From an optimization exercise on the open Yosys and OpenROAD flow, aimed at small area and a short achievable clock period; shortcuts taken in it are not production practice. Only simulation tests tie the RTL to the original design; equivalence was not proved. Power figures rest on the tool's default switching activity, not on a simulated workload.

Setup of JK:
==> module rec_calc, before the edit <==
module rec_calc(
    input [16:0] valA,
    input [3:0] op,
    input clk,
    input reset,
    output [16:0] result
);
    localparam int JS = 4;           
    logic [16:0] valB;               
    logic [16:0] sx;                 
    logic [16:2*JS] sq;              
    logic [16:0] sb;                 
    logic [18:0] sb3;                
    logic [2*JS-1:0] sa;             
    logic sdiv, ssub, smul;
    logic isdiv, ismul, issub, isadd;
    assign isdiv = (op == 4'd3);
    assign ismul = (op == 4'd2);
    assign issub = (op == 4'd1);
    assign isadd = ~isdiv & ~ismul & ~issub;
    logic [18:0] b3a;
    assign b3a = {2'b0, valB} + {1'b0, valB, 1'b0};
    logic [16:0] xa [JS:7];
    logic [16:0] qa;
    assign xa[7][13:0] = (isdiv | issub) ? valA[13:0] : ismul ? 14'h3fff : ~valA[13:0];
    logic [20:0] mk0;
    logic [6:0] hz0, g0;
    logic [2:0] xt;
    always_comb
        for (int k = 1; k <= 7; k++) begin
            logic [2:0] lo;
            lo = valB[2:0] * k;
            mk0[(k-1)*3 +: 3] = lo;
            hz0[k-1] = (valB <= 17'd7 / k);
        end
    calc_row #(.W(3), .K(7)) row_top (.x(valA[16:14]), .mk(mk0), .hz(hz0), .en(7'd0), .xn(xt), .g(g0));
    assign xa[7][16:14] = isdiv ? xt : issub ? valA[16:14]
                        : ismul ? ~(valA[16:14] * valB[2:0]) : ~valA[16:14];
    assign qa[16] = g0[3];
    assign qa[15] = (g0[1] & ~g0[3]) | g0[5];
    assign qa[14] = (g0[0] & ~g0[1]) | (g0[2] & ~g0[3]) | (g0[4] & ~g0[5]) | g0[6];
    for (genvar j = 6; j >= JS; j--) begin : rows_a
        logic [2:0] en;
        always_comb
            for (int k = 1; k <= 3; k++)
                en[k-1] = ismul & ({valA[2*j+1], valA[2*j]} >= k);
        calc_row4 #(.J(j)) row (.x(xa[j+1]), .b(valB), .b3(b3a), .div(isdiv), .en(en),
                                .xn(xa[j]), .q(qa[2*j+1:2*j]));
    end
    always @(posedge clk) begin
        if (reset) begin
            sx <= 17'h1ffff;
            sa <= '0;
            sdiv <= 1'b0;
            ssub <= 1'b0;
            smul <= 1'b1;
            valB <= 17'd0;
        end else begin
            sx <= xa[JS];
            sa <= valA[2*JS-1:0];
            sdiv <= isdiv;
            ssub <= issub;
            smul <= ismul;
            valB <= result;
        end
    end
    always @(posedge clk) begin
        sq <= qa[16:2*JS];
        sb <= valB;
        sb3 <= b3a;
    end
    logic [16:0] xb [0:JS];
    logic [2*JS-1:0] qb;
    assign xb[JS] = sx;
    for (genvar j = JS - 1; j >= 0; j--) begin : rows_b
        logic [2:0] en;
        always_comb
            for (int k = 1; k <= 3; k++)
                en[k-1] = (smul & ({sa[2*j+1], sa[2*j]} >= k))
                        | (~sdiv & ~smul & (j == 0) & (k == 1));
        calc_row4 #(.J(j)) row (.x(xb[j+1]), .b(sb), .b3(sb3), .div(sdiv), .en(en),
                                .xn(xb[j]), .q(qb[2*j+1:2*j]));
    end
    assign result = sdiv ? {sq, qb} : ssub ? xb[0] : ~xb[0];
endmodule
Settings: LEC_CHECK=0, ABC_AREA=1, CAP_MARGIN=20, CORE_MARGIN=2, CORE_UTILIZATION=65, SLEW_MARGIN=20; clock period 33.0 ns.
standard.sh (not shown) runs the stock make flow with config.mk's settings and CLKGATE_MAP_FILE= SYNTH_SCRIPT=/design/flow/synth_recipe.tcl, a recipe that flattens the netlist after the stock synthesis.
==> flow/flow/run.sh <==
#!/bin/bash
set -euo pipefail
SETUP_MARGIN=$(cat flow/setup_margin.txt)
bash standard.sh synth > synth.log 2>&1
bash standard.sh "BUFFER_PORTS_ARGS=-buffer_cell sky130_fd_sc_hd__buf_4" \
    SETUP_SLACK_MARGIN=$SETUP_MARGIN SETUP_MOVE_SEQUENCE=sizeup,swap finish > layout.log 2>&1
==> flow/flow/setup_margin.txt <==
17
What MS does differently from JK at the input level:
diff --git a/flow/design.v b/flow/design.v
--- a/flow/design.v
+++ b/flow/design.v
@@ -85,11 +85,10 @@
     logic [16:0] valB;               
     logic [16:0] sx;                 
     logic [16:2*JS] sq;              
     logic [16:0] sb;                 
     logic [18:0] sb3;                
-    logic [2*JS-1:0] sa;             
     logic sdiv, ssub, smul;
     logic isdiv, ismul, issub, isadd;
     assign isdiv = (op == 4'd3);
     assign ismul = (op == 4'd2);
     assign issub = (op == 4'd1);
@@ -97,10 +96,12 @@
     logic [18:0] b3a;
     assign b3a = {2'b0, valB} + {1'b0, valB, 1'b0};
     logic [16:0] xa [JS:7];
     logic [16:0] qa;
     assign xa[7][13:0] = (isdiv | issub) ? valA[13:0] : ismul ? 14'h3fff : ~valA[13:0];
+    logic [2*JS-1:0] xlo;
+    assign xlo = isadd ? ~valA[2*JS-1:0] : valA[2*JS-1:0];
     logic [20:0] mk0;
     logic [6:0] hz0, g0;
     logic [2:0] xt;
     always_comb
         for (int k = 1; k <= 7; k++) begin
@@ -123,19 +124,17 @@
         calc_row4 #(.J(j)) row (.x(xa[j+1]), .b(valB), .b3(b3a), .div(isdiv), .en(en),
                                 .xn(xa[j]), .q(qa[2*j+1:2*j]));
     end
     always @(posedge clk) begin
         if (reset) begin
-            sx <= 17'h1ffff;
-            sa <= '0;
+            sx <= {{(17 - 2*JS){1'b1}}, {(2*JS){1'b0}}};
             sdiv <= 1'b0;
             ssub <= 1'b0;
             smul <= 1'b1;
             valB <= 17'd0;
         end else begin
-            sx <= xa[JS];
-            sa <= valA[2*JS-1:0];
+            sx <= {xa[JS][16:2*JS], xlo};
             sdiv <= isdiv;
             ssub <= issub;
             smul <= ismul;
             valB <= result;
         end
@@ -145,16 +144,16 @@
         sb <= valB;
         sb3 <= b3a;
     end
     logic [16:0] xb [0:JS];
     logic [2*JS-1:0] qb;
-    assign xb[JS] = sx;
+    assign xb[JS] = {sx[16:2*JS], sx[2*JS-1:0] | {(2*JS){smul}}};
     for (genvar j = JS - 1; j >= 0; j--) begin : rows_b
         logic [2:0] en;
         always_comb
             for (int k = 1; k <= 3; k++)
-                en[k-1] = (smul & ({sa[2*j+1], sa[2*j]} >= k))
+                en[k-1] = (smul & ({sx[2*j+1], sx[2*j]} >= k))
                         | (~sdiv & ~smul & (j == 0) & (k == 1));
         calc_row4 #(.J(j)) row (.x(xb[j+1]), .b(sb), .b3(sb3), .div(sdiv), .en(en),
                                 .xn(xb[j]), .q(qb[2*j+1:2*j]));
     end
     assign result = sdiv ? {sq, qb} : ssub ? xb[0] : ~xb[0];
### Flow results
- MS ran to completion and came out clean on the timing, DRC and antenna checks.
- JK went all the way through the flow, and no timing, DRC or antenna check failed.
- Average footprint of a synthesized cell came out higher on MS than on JK.
- Changes observed in MS relative to JK: cell count down about 0.4%, instance area at placement up about 0.4%, final standard cell utilization of the core down 1.4 points, number of global-route vias before repair up about 4%, summed area of non-filler cells in the final layout down 300 sq um.
- Internal power summed over all cells delta for MS relative to JK: about 11% higher
- On max-cap check violation count, JK tracks MS almost exactly.
- Critical path depth in MS is about 7.5% higher than in JK
- [compare] base=JK new=MS: worst setup slack higher, synthesized area higher.
- Note that the sequential cell count recorded for JK amounts to 1.10 times the value seen in MS.

afterwards: timing with drivers on the ports:
In the flow no input, the clock included, has a driving cell. The finished layouts below were timed again as built, in two steps.
Step 1 assumes that a clkbuf_16 drives the clock port and a buf_2 every other input.
Step 2 moves the port delays by t, midway between the first and last clock arrival at a register: inputs arrive t later, outputs are due t later. That takes back most of the time a late clock gives input paths.
a / b / c = ideal / step 1 / step 2; a / b = the first two.
run | shift t [ns] | slack for setup (ns) | worst hold slack (ns) | clock arrival spread, ns | worst slew at a driven data input, ns
JK | 0.385 | 17.226 / 17.183 / 17.436 | 0.400 / 0.400 / 0.400 | 0.009 / 0.008 | 0.04
MS | 0.383 | 17.326 / 17.282 / 17.520 | 0.413 / 0.413 / 0.413 | 0.017 / 0.017 | 0.05
After both steps every run listed still meets setup and hold.
